Background: an optimization exercise with open tools, aiming at small area. Do not read the settings as production practice. Only simulation tests tie the RTL to the original design; equivalence was not proved. No activity file was given, so power comes from the tool's default toggle rates.

## before
==> module keylimepi_fpga_top, before the edit <==
module keylimepi_fpga_top (
    input clk,
    input rst,
    input uart_rx,
    output uart_tx,
    output pw_we,
    output [11:0] pw_addr,
    output [511:0] pw_wdata,
    input [511:0] pw_rdata
);
    localparam [2:0] S_RXI = 3'd0,   
                     S_RXS = 3'd1,   
                     S_RXD = 3'd2,   
                     S_RXP = 3'd3,   
                     S_WW  = 3'd4,   
                     S_TXS = 3'd5,   
                     S_TXD = 3'd6,   
                     S_TXP = 3'd7;   
    localparam [31:0] DONE_MSG = 32'h446f6e65;
    logic [2:0] st;
    logic [3:0] cnt;        
    logic [9:0] n;          
    logic [8:0] q;          
    logic rx_s1, rx_s2;     
    logic pend_a, pend_b;   
    logic pv_a, pv_b;       
    logic rd;               
    logic cf;               
    logic cy;               
    logic [10:0] addr;
    logic we_q;
    logic tx_q;
    logic [511:0] ring;
    wire tick   = &cnt;
    wire sample = tick && st == S_RXD;
    wire txbit  = tick && st == S_TXD;
    wire ins_a  = pv_a && q[4:0] == 5'd31;
    wire ins_b  = pv_b && q[4:0] == 5'd30;
    wire ins    = ins_a || ins_b;
    wire pend   = q[0] ? pend_a : pend_b;
    wire cy_in  = (n[3:0] == 4'd8) ? 1'b1 : cy;
    logic [511:0] rdata_rot;
    logic [31:0] msg_rot;
    always_comb begin
        for (int k = 0; k < 512; k++) rdata_rot[k] = pw_rdata[(k - 16) & 511];
        for (int k = 0; k < 32; k++) msg_rot[k] = DONE_MSG[(k - 16) & 31];
    end
    wire [3:0] sel0 = 4'b1 << n[1:0];
    wire [3:0] sel1 = 4'b1 << n[3:2];
    wire [127:0] rmux1;
    wire [31:0] rmux2;
    genvar gm;
    generate
        for (gm = 0; gm < 128; gm++) begin : g_rmux1
            assign rmux1[gm] = |(rdata_rot[4*gm +: 4] & sel0);
        end
        for (gm = 0; gm < 32; gm++) begin : g_rmux2
            assign rmux2[gm] = |(rmux1[4*gm +: 4] & sel1);
        end
    endgenerate
    wire rd_bit = rmux2[n[8:4]];
    wire tx_data_bit = rd ? rd_bit : msg_rot[n[4:0]];
    wire tx_last = rd ? (n == 10'd527) : (n == 10'd559);
    always_ff @(posedge clk or posedge rst) begin
        if (rst) begin
            st <= S_RXI;
            n <= '0;
            q <= '0;
            pv_a <= 1'b0;
            pv_b <= 1'b0;
            we_q <= 1'b0;
            tx_q <= 1'b1;
        end else begin
            we_q <= 1'b0;
            if (!(sample || txbit)) q <= q + 9'd1;
            if (sample || txbit) n <= n + 10'd1;
            if (sample) begin
                pv_a <= 1'b1;
                pv_b <= pv_a && !ins_a;
            end else begin
                if (ins_a) pv_a <= 1'b0;
                if (ins_b) pv_b <= 1'b0;
            end
            case (st)
                S_RXI: if (!rx_s2) st <= S_RXS;
                S_RXS: if (tick) st <= rx_s2 ? S_RXI : S_RXD;
                S_RXD: if (tick && n[2:0] == 3'd7) st <= S_RXP;
                S_RXP: if (tick) begin
                    if (n == 10'd16) st <= rd ? S_TXS : S_RXI;
                    else if (n == 10'd528) st <= S_WW;
                    else st <= S_RXI;
                end
                S_WW: if (q == 9'd496 && !pv_a && !pv_b) begin
                    we_q <= 1'b1;
                    st <= S_TXS;
                end
                S_TXS: if (tick) st <= S_TXD;
                S_TXD: if (tick) begin
                    if (tx_last) begin
                        st <= S_RXI;
                        n <= '0;
                    end else if (n[2:0] == 3'd7) st <= S_TXP;
                end
                S_TXP: if (tick) st <= S_TXS;
            endcase
            tx_q <= (st == S_TXS) ? 1'b0 : (st == S_TXD) ? tx_data_bit : 1'b1;
        end
    end
    always_ff @(posedge clk) begin
        case (st)
            S_RXI: cnt <= 4'd8;
            S_WW:  cnt <= 4'd0;
            default: cnt <= cnt + 4'd1;
        endcase
        rx_s1 <= uart_rx;
        rx_s2 <= rx_s1;
        if (sample) begin
            pend_a <= rx_s2;
            pend_b <= pend_a;
        end
        if (sample && n[9:4] == 6'd0) begin
            case (n[3:0])
                4'd0: begin addr[0] <= rx_s2; cf <= rx_s2; end
                4'd1: begin addr[1] <= rx_s2; cf <= cf & rx_s2; end
                4'd2, 4'd3, 4'd4, 4'd5, 4'd6: cf <= cf & rx_s2;
                4'd7: begin
                    rd <= rx_s2;
                    if (cf) addr[1:0] <= 2'b00;
                end
                default: begin
                    addr[9:2] <= {(rx_s2 ^ cy_in) & ~cf, addr[9:3]};
                    cy <= rx_s2 & cy_in;
                    if (n[3:0] == 4'd15) addr[10] <= rx_s2 & cy_in & ~cf;
                end
            endcase
        end
    end
    genvar gp;
    generate
        for (gp = 0; gp < 512; gp++) begin : g_ring
            if (gp % 32 == 0) begin : g_ins
                wire here = ins && q[8:5] == 4'((gp / 32 + 15) % 16);
                always_ff @(posedge clk) ring[gp] <= here ? pend : ring[(gp + 511) % 512];
            end else begin : g_shift
                always_ff @(posedge clk) ring[gp] <= ring[gp - 1];
            end
        end
    endgenerate
    genvar gi, gb;
    generate
        for (gi = 0; gi < 64; gi++) begin : g_byte
            for (gb = 0; gb < 8; gb++) begin : g_bit
                assign pw_wdata[504 - 8*gi + gb] = ring[(1024 - (16 + 8*gi + gb)) % 512];
            end
        end
    endgenerate
    assign pw_we = we_q;
    assign pw_addr = {1'b0, addr};
    assign uart_tx = tx_q;
endmodule
==> flow/config.mk <==
export PLATFORM = sky130hd
export DESIGN_NAME = keylimepi_fpga_top
export DESIGN_NICKNAME = keylimepi_fpga_top
export VERILOG_FILES = /design/flow/design.v
export SDC_FILE = /design/flow/constraint.sdc
export NUM_CORES = 4
export LEC_CHECK = 0
export CAP_MARGIN = 20
export CORE_AREA = 2.5 2.5 367.5 367.5
export DIE_AREA = 0 0 370 370
export SLEW_MARGIN = 20
==> flow/constraint.sdc <==
create_clock -name core_clock -period 10.0 [get_ports {clk}]
set_input_delay 2.0000 -clock core_clock [delete_from_list [all_inputs] [get_ports {clk}]]
set_output_delay 2.0000 -clock core_clock [all_outputs]
set_load 0.01 [all_outputs]
standard.sh (not shown) runs the stock make flow with config.mk's settings and CLKGATE_MAP_FILE= SYNTH_SCRIPT=/design/flow/synth_recipe.tcl, a recipe that flattens the netlist after the stock synthesis.
==> flow/flow/run.sh <==
#!/bin/bash
# The standard layout (the standard.sh, unchanged synthesis), with:
# - port buffers of the smallest buffer, sky130_fd_sc_hd__buf_1, instead of the
#   weakest-drive buffer buffer_ports picks by default (a 10 um2 delay buffer);
# - a clock tree of clkbuf_4 cells over clusters of at most 10 flip-flops, and
#   no dummy loads (CTS otherwise adds clkbuf_16 cells and dummy inverters).
# Every tool's output goes to the ORFS logs under orfs/logs; make's own output
# goes to standard.log here.
set -euo pipefail
bash standard.sh \
  "BUFFER_PORTS_ARGS=-buffer_cell sky130_fd_sc_hd__buf_1" \
  "CTS_ARGS=-sink_clustering_enable -repair_clock_nets -dont_use_dummy_load -buf_list sky130_fd_sc_hd__clkbuf_4 -sink_clustering_size 10 -sink_clustering_max_diameter 40" \
  finish > standard.log 2>&1
Inputs modified between before and after:
diff --git a/flow/design.v b/flow/design.v
--- a/flow/design.v
+++ b/flow/design.v
@@ -43,37 +43,44 @@
     logic [31:0] msg_rot;
     always_comb begin
         for (int k = 0; k < 512; k++) rdata_rot[k] = pw_rdata[(k - 16) & 511];
         for (int k = 0; k < 32; k++) msg_rot[k] = DONE_MSG[(k - 16) & 31];
     end
-    wire [3:0] sel0 = 4'b1 << n[1:0];
-    wire [3:0] sel1 = 4'b1 << n[3:2];
-    wire [127:0] rmux1;
-    wire [31:0] rmux2;
+    wire [7:0] sel0 = 8'b1 << n[2:0];
+    wire [7:0] sel1 = 8'b1 << n[5:3];
+    wire [7:0] sel2 = 8'b1 << n[8:6];
+    wire [63:0] rmux1;
+    wire [7:0] rmux2;
     genvar gm;
     generate
-        for (gm = 0; gm < 128; gm++) begin : g_rmux1
-            assign rmux1[gm] = |(rdata_rot[4*gm +: 4] & sel0);
+        for (gm = 0; gm < 64; gm++) begin : g_rmux1
+            assign rmux1[gm] = |(rdata_rot[8*gm +: 8] & sel0);
         end
-        for (gm = 0; gm < 32; gm++) begin : g_rmux2
-            assign rmux2[gm] = |(rmux1[4*gm +: 4] & sel1);
+        for (gm = 0; gm < 8; gm++) begin : g_rmux2
+            assign rmux2[gm] = |(rmux1[8*gm +: 8] & sel1);
         end
     endgenerate
-    wire rd_bit = rmux2[n[8:4]];
+    wire rd_bit = |(rmux2 & sel2);
     wire tx_data_bit = rd ? rd_bit : msg_rot[n[4:0]];
     wire tx_last = rd ? (n == 10'd527) : (n == 10'd559);
     always_ff @(posedge clk or posedge rst) begin
         if (rst) begin
             st <= S_RXI;
+            cnt <= 4'd0;
             n <= '0;
             q <= '0;
             pv_a <= 1'b0;
             pv_b <= 1'b0;
             we_q <= 1'b0;
             tx_q <= 1'b1;
         end else begin
             we_q <= 1'b0;
+            case (st)
+                S_RXI: cnt <= 4'd8;
+                S_WW:  cnt <= 4'd0;
+                default: cnt <= cnt + 4'd1;
+            endcase
             if (!(sample || txbit)) q <= q + 9'd1;
             if (sample || txbit) n <= n + 10'd1;
             if (sample) begin
                 pv_a <= 1'b1;
                 pv_b <= pv_a && !ins_a;
@@ -105,15 +112,10 @@
             endcase
             tx_q <= (st == S_TXS) ? 1'b0 : (st == S_TXD) ? tx_data_bit : 1'b1;
         end
     end
     always_ff @(posedge clk) begin
-        case (st)
-            S_RXI: cnt <= 4'd8;
-            S_WW:  cnt <= 4'd0;
-            default: cnt <= cnt + 4'd1;
-        endcase
         rx_s1 <= uart_rx;
         rx_s2 <= rx_s1;
         if (sample) begin
             pend_a <= rx_s2;
             pend_b <= pend_a;
### Flow results
- The register-to-register slack in after sits 620 ps above the value recorded for before.
- Between after and before, it is after whose mux contribution to synthesized area is higher, by 3.3 points.
- before reports its timing startpoint of the critical path as n[0] while after reports n[2].
- before -> after: sequential power flat
- In after the maximum number of pins on one net before global-route repair turned out 28% lower than in before.
- Looking at cell with the largest stage delay on the worst path, the sky130_fd_sc_hd__ha_4 result is from before; the sky130_fd_sc_hd__dfrtp_4 one comes from after.
- Compare before and after | setup slack lower: before

-- static timing again, ports no longer ideal --
No port has a modelled driver above. Below, the same layouts with a new extraction and two added sets of constraints. Step 1 sets driving cells, clkbuf_16 on the clock port and buf_2 on the other inputs (assumed; they add their load-dependent delay and slew). Step 2, shift: input delay + t, output delay - t, t = (earliest + latest rising clock arrival at the registers) / 2. This alone moves slack from input paths to output paths. a / b / c = no drivers / after step 1 / after step 2; a / b = the first two.
run	t, ns	setup slack, ns	worst setup path at the end	pins driven straight from the clock port
before	0.881	5.293 / 5.293 / 5.293	register to register	1
after	0.924	5.918 / 5.918 / 5.621	input to register	1
After both steps every run listed still meets setup and hold. For after, which loses most, drivers alone change the setup slack by 0.000 ns; drivers and shift together by -0.297 ns.
